From an optimization exercise on the open Yosys and OpenROAD flow, aimed at small area and a short achievable clock period; shortcuts taken in it are not production practice.
Power is estimated from default activity; no workload was simulated.

Setup of the previous run:
Design fadd_p2, start of the top module:
module fadd_p2 (input wire [31:0] x1,
                input wire [31:0] x2,
                output reg [31:0] y,
                output reg        ovf,
                input wire        clk,
                input wire        rstn);
==> flow/config.mk <==
export PLATFORM = sky130hd
export DESIGN_NAME = fadd_p2
export DESIGN_NICKNAME = fadd_p2
export VERILOG_FILES = /design/flow/design.v
export SDC_FILE = /design/flow/constraint.sdc
export NUM_CORES = 4
export LEC_CHECK = 0
export ABC_AREA = 1
export CAP_MARGIN = 20
export CORE_MARGIN = 2
export CORE_UTILIZATION = 45
export CTS_BUF_LIST = sky130_fd_sc_hd__clkbuf_8
export PLACE_DENSITY = 0.6
export SLEW_MARGIN = 20
==> flow/constraint.sdc <==
create_clock -name core_clock -period 15.0 [get_ports {clk}]
set_input_delay 3.0000 -clock core_clock [delete_from_list [all_inputs] [get_ports {clk}]]
set_output_delay 3.0000 -clock core_clock [all_outputs]
set_load 0.01 [all_outputs]
standard.sh (not shown) runs the stock make flow with config.mk's settings and CLKGATE_MAP_FILE= SYNTH_SCRIPT=/design/flow/synth_recipe.tcl, a recipe that flattens the netlist after the stock synthesis.
==> flow/flow/run.sh <==
#!/bin/bash
# Standard ORFS layout with small port buffers and a tighter setup target for repair_timing.
set -euo pipefail
export BUFFER_PORTS_ARGS="-buffer_cell sky130_fd_sc_hd__buf_1"
export SETUP_SLACK_MARGIN=8.5
bash standard.sh > standard.log 2>&1
## Diff of input files: the current run against the previous run
- PLACE_DENSITY now 0.7, was 0.6
- CORE_UTILIZATION now 55, was 45
==> summary.txt <==
- Sequential share of layout area across the current run and the previous run: no real change.
- Diff the previous run -> the current run | global placer's final weighted congestion | increase of 6.6%
- On worst setup slack, the current run and the previous run are basically level.
- Diff the previous run -> the current run | peak fanout along the critical path | increase of 15
- Of the two candidates, the previous run has the better worst hold slack and the current run the worse one.
- The current run against the previous run; routed length on met1 is down by more than 10%.
- Against the previous run, the current run comes in 4.6 points higher on total global-route track usage.
- Taking the previous run as the reference, in the current run die area -about 18%, footprint of the flip-flops and latches held steady, overall power grew by 1.9%.
No functional check of the RTL was part of any run of this note.

The RTL this note starts from:
==> flow/design.v <==
`default_nettype none
module fadd_p2 (input wire [31:0] x1,
                input wire [31:0] x2,
                output reg [31:0] y,
                output reg        ovf,
                input wire        clk,
                input wire        rstn);
   wire        s1 = x1[31];
   wire        s2 = x2[31];
   wire [7:0]  e1 = x1[30:23];
   wire [7:0]  e2 = x2[30:23];
   wire [22:0] m1 = x1[22:0];
   wire [22:0] m2 = x2[22:0];
   wire        h1 = |e1;
   wire        h2 = |e2;
   wire [7:0]  e1a = {e1[7:1], e1[0] | ~h1};
   wire [7:0]  e2a = {e2[7:1], e2[0] | ~h2};
   wire        f1 = &e1;
   wire        f2 = &e2;
   wire        spec = f1 | f2;
   wire        nz1 = |m1;
   wire        nz2 = |m2;
   wire        pick1 = f1 & (~f2 | nz1);
   wire        sub = s1 ^ s2;
   wire        infnan = f1 & f2 & ~nz1 & ~nz2 & sub;
   wire        nzp = pick1 ? nz1 : nz2;
   wire        sel = spec ? ~pick1 : (x2[30:0] >= x1[30:0]);
   wire [7:0]  es = sel ? e2a : e1a;
   wire [23:0] msx = sel ? {h2, m2} : {h1, m1};
   wire [23:0] ms = {msx[23], msx[22] | (spec & (nzp | infnan)), msx[21:0]};
   wire [23:0] mi = sel ? {h1, m1} : {h2, m2};
   wire        ss = (sel ? s2 : s1) | infnan;
   wire [8:0]  d12 = {1'b0, e1a} - {1'b0, e2a};
   wire [7:0]  d21 = e2a - e1a;
   wire [7:0]  tde = d12[8] ? d21 : d12[7:0];
   wire [4:0]  de = (spec | (|tde[7:5])) ? 5'd31 : tde[4:0];
   wire [25:0] a0 = {mi, 2'b00};
   wire [25:0] a1 = de[4] ? {16'b0, a0[25:16]} : a0;
   wire        t1 = de[4] & (|a0[15:0]);
   wire [25:0] a2 = de[3] ? {8'b0, a1[25:8]} : a1;
   wire        t2 = de[3] & (|a1[7:0]);
   wire [25:0] a3 = de[2] ? {4'b0, a2[25:4]} : a2;
   wire        t3 = de[2] & (|a2[3:0]);
   wire [25:0] a4 = de[1] ? {2'b0, a3[25:2]} : a3;
   wire        t4 = de[1] & (|a3[1:0]);
   wire [25:0] a5 = de[0] ? {1'b0, a4[25:1]} : a4;
   wire        t5 = de[0] & a4[0];
   wire        tstck = t1 | t2 | t3 | t4 | t5;
   reg [23:0]  msr;
   reg [25:0]  miar;
   reg         stckr;
   reg         subr;
   reg         ssr;
   reg         specr;
   reg [7:0]   er;       
   always @(posedge clk) begin
      msr   <= ms;
      miar  <= a5;
      stckr <= tstck;
      subr  <= sub;
      ssr   <= ss;
      specr <= spec;
      er    <= es + 8'd1;
   end
   wire [26:0] aa = {1'b0, msr, 2'b00};
   wire [26:0] bb = {1'b0, miar} ^ {27{subr}};
   wire [26:0] p0 = aa ^ bb;
   wire [26:0] g0 = aa & bb;
   reg  [26:0] g, p;
   integer     i, l;
   always @* begin
      g = g0; p = p0;
      g[0] = g0[0] | (p0[0] & subr);
      for (l = 0; l < 5; l = l + 1)
        for (i = (2 << l) - 1; i < 27; i = i + (2 << l)) begin
           g[i] = g[i] | (p[i] & g[i - (1 << l)]);
           p[i] = p[i] & p[i - (1 << l)];
        end
      for (l = 3; l >= 0; l = l - 1)
        for (i = (3 << l) - 1; i < 27; i = i + (2 << l)) begin
           g[i] = g[i] | (p[i] & g[i - (1 << l)]);
           p[i] = p[i] & p[i - (1 << l)];
        end
   end
   wire [26:0] mye = p0 ^ {g[25:0], subr};
   reg  [26:0] sent;
   always @* begin
      for (i = 0; i < 27; i = i + 1)
        sent[i] = (er == 8'd27 - i[7:0]);
   end
   wire [26:0] n0 = mye | sent;
   wire [31:0] lzi = {n0, 5'b11111};
   reg  [15:0] v1;  reg [15:0] c1;
   reg  [7:0]  v2;  reg [15:0] c2;
   reg  [3:0]  v3;  reg [11:0] c3;
   reg  [1:0]  v4;  reg [7:0]  c4;
   reg  [4:0]  sh;
   always @* begin
      for (i = 0; i < 16; i = i + 1) begin
         v1[i] = lzi[2*i+1] | lzi[2*i];
         c1[i] = ~lzi[2*i+1];
      end
      for (i = 0; i < 8; i = i + 1) begin
         v2[i] = v1[2*i+1] | v1[2*i];
         c2[2*i +: 2] = v1[2*i+1] ? {1'b0, c1[2*i+1]} : {1'b1, c1[2*i]};
      end
      for (i = 0; i < 4; i = i + 1) begin
         v3[i] = v2[2*i+1] | v2[2*i];
         c3[3*i +: 3] = v2[2*i+1] ? {1'b0, c2[2*(2*i+1) +: 2]} : {1'b1, c2[2*(2*i) +: 2]};
      end
      for (i = 0; i < 2; i = i + 1) begin
         v4[i] = v3[2*i+1] | v3[2*i];
         c4[4*i +: 4] = v3[2*i+1] ? {1'b0, c3[3*(2*i+1) +: 3]} : {1'b1, c3[3*(2*i) +: 3]};
      end
      sh = v4[1] ? {1'b0, c4[7:4]} : {1'b1, c4[3:0]};
   end
   wire [26:0] k1 = sh[4] ? {mye[10:0], 16'b0} : mye;
   wire [26:0] k2 = sh[3] ? {k1[18:0], 8'b0} : k1;
   wire [26:0] k3 = sh[2] ? {k2[22:0], 4'b0} : k2;
   wire [26:0] k4 = sh[1] ? {k3[24:0], 2'b0} : k3;
   wire [26:0] myf = sh[0] ? {k4[25:0], 1'b0} : k4;
   wire        den = ~myf[26];
   wire [7:0]  eyr = den ? 8'd0 : (er - {3'b0, sh});
   wire        ovfp = (&er) & mye[26];
   wire        stk = stckr | myf[0];
   wire        up = ~ovfp & myf[2] & (myf[1] | (stk ? ~subr : myf[3]));
   wire        zero = ~|mye;
   wire        sy = ssr & (~subr | ~zero);
   reg         syr;
   reg [30:0]  yur;
   reg         upr;
   reg         nspr;
   always @(posedge clk) begin
      if (~rstn) begin
         syr  <= 1'b0;
         yur  <= 31'd0;
         upr  <= 1'b0;
         nspr <= 1'b0;
      end else begin
         syr  <= sy;
         yur  <= {eyr, myf[25:3] & {23{~ovfp}}};
         upr  <= up;
         nspr <= ~specr;
      end
   end
   wire [30:0] yr = yur + {30'b0, upr};
   always @* begin
      y   = {syr, yr};
      ovf = nspr & (&yr[30:23]);
   end
endmodule
`default_nettype wire
clock: 15.0 ns
lec_check: 0
abc_area: 1
cap_margin: 20
core_margin: 2
core_utilization: 45
place_density: 0.6
slew_margin: 20
==> flow/flow/run.sh <==
#!/bin/bash
# Standard ORFS layout with small port buffers and a tighter setup target for repair_timing.
set -euo pipefail
export BUFFER_PORTS_ARGS="-buffer_cell sky130_fd_sc_hd__buf_1"
export SETUP_SLACK_MARGIN=0
bash standard.sh > standard.log 2>&1
Rerun with:
--- a/flow/flow/run.sh
+++ b/flow/flow/run.sh
@@ -4,3 +4,3 @@
 export BUFFER_PORTS_ARGS="-buffer_cell sky130_fd_sc_hd__buf_1"
-export SETUP_SLACK_MARGIN=0
+export SETUP_SLACK_MARGIN=10.5
 bash standard.sh > standard.log 2>&1
After rerunning: Synthesized cell count stays the same. Die area does not change. Worst hold slack gets better by 0.044 ns. Flip-flop and latch count is unchanged. Synthesized area stays the same. Total power went up by 42%. Count of clock-buffer cells in the layout went up by 1. Sequential share of layout area went down by 5.5 points. Maximum frequency went up by 13%. Worst setup slack gets better by 0.78 ns. Final cell count went up by 12%.
Rerun with:
--- a/flow/flow/run.sh
+++ b/flow/flow/run.sh
@@ -4,3 +4,3 @@
 export BUFFER_PORTS_ARGS="-buffer_cell sky130_fd_sc_hd__buf_1"
-export SETUP_SLACK_MARGIN=10.5
+export SETUP_SLACK_MARGIN=9.5
 bash standard.sh > standard.log 2>&1
What happened:
- clock power rises by about 6%
- die area stays the same
- total power goes down by about 16%
- routed wire length shrinks by about 11%
- critical path depth came out higher by 11
Rerun with:
--- a/flow/flow/run.sh
+++ b/flow/flow/run.sh
@@ -4,3 +4,3 @@
 export BUFFER_PORTS_ARGS="-buffer_cell sky130_fd_sc_hd__buf_1"
-export SETUP_SLACK_MARGIN=9.5
+export SETUP_SLACK_MARGIN=8.5
 bash standard.sh > standard.log 2>&1
Final cell count decreases by about 5.5%.
Via count goes down by 9.2%.
Final area decreases by 20%.
Rerun with:
==> flow/run.sh (new file) <==
#!/bin/bash
# synth_recipe.tcl (not shown) runs the flow's synth.tcl, then flattens the netlist and writes it again
# the make line also repeats each setting of config.mk as NAME=value (left out here)
make -C /OpenROAD-flow-scripts/flow DESIGN_CONFIG=/design/flow/config.mk WORK_HOME=/design/flow/orfs CLKGATE_MAP_FILE= SYNTH_SCRIPT=/design/flow/synth_recipe.tcl finish
removed: flow/flow/run.sh
removed: flow/standard.sh
Result:
- The changed run passed the timing, design-rule and antenna checks
- count of clock-buffer cells in the layout stays the same
- total power increases by 1.5%
- synthesized cell count stays the same
- routed wire length went down by 3.8%
- critical path depth rises by 7
- cell area increases by about 2%
- global-route usage increases by 0.18 points
- fmax decreases by 14%
Function was not checked in any run of this note: the RTL went through the layout flow alone.

port drivers added, routing unchanged:
Ports are ideal in the flow. The routed layouts listed here were re-timed in OpenROAD.
Step 1 assumes that a clkbuf_16 drives the clock port and a buf_2 every other input.
Step 2, shift: input delay + t, output delay - t, t = (earliest + latest rising clock arrival at the registers) / 2. This alone moves slack from input paths to output paths.
Slacks: ideal / step 1 / step 2; pairs: ideal / step 1.
| run | shift t [ns] | setup WS [ns] | worst hold slack (ns) | slew at the worst register clock pin (ns) | worst data-port slew with drivers (ns) |
|---|---|---|---|---|---|
| the previous run | 0.413 | 8.743 / 8.761 / 8.348 | 0.453 / 0.453 / 0.453 | 0.10 / 0.10 | 0.08 |
| the current run | 0.408 | 8.742 / 8.756 / 8.348 | 0.448 / 0.448 / 0.448 | 0.10 / 0.10 | 0.07 |
| the first run of note 2 | 0.403 | 8.206 / 8.230 / 7.827 | 0.489 / 0.489 / 0.489 | 0.07 / 0.07 | 0.04 |
| the second run of note 2 | 0.410 | 8.985 / 8.936 / 8.595 | 0.533 / 0.533 / 0.533 | 0.08 / 0.08 | 0.07 |
| the third run of note 2 | 0.396 | 8.897 / 8.916 / 8.521 | 0.498 / 0.498 / 0.498 | 0.08 / 0.08 | 0.05 |
| the fourth run of note 2 | 0.401 | 8.765 / 8.722 / 8.385 | 0.488 / 0.488 / 0.488 | 0.07 / 0.07 | 0.04 |
| the fifth run of note 2 | 0.401 | 7.775 / 7.793 / 7.391 | 0.493 / 0.493 / 0.493 | 0.08 / 0.08 | 0.04 |
After both steps every run listed still meets setup and hold. The setup slack of the previous run, which loses most, moves by +0.018 ns with the drivers and by -0.395 ns with both steps.
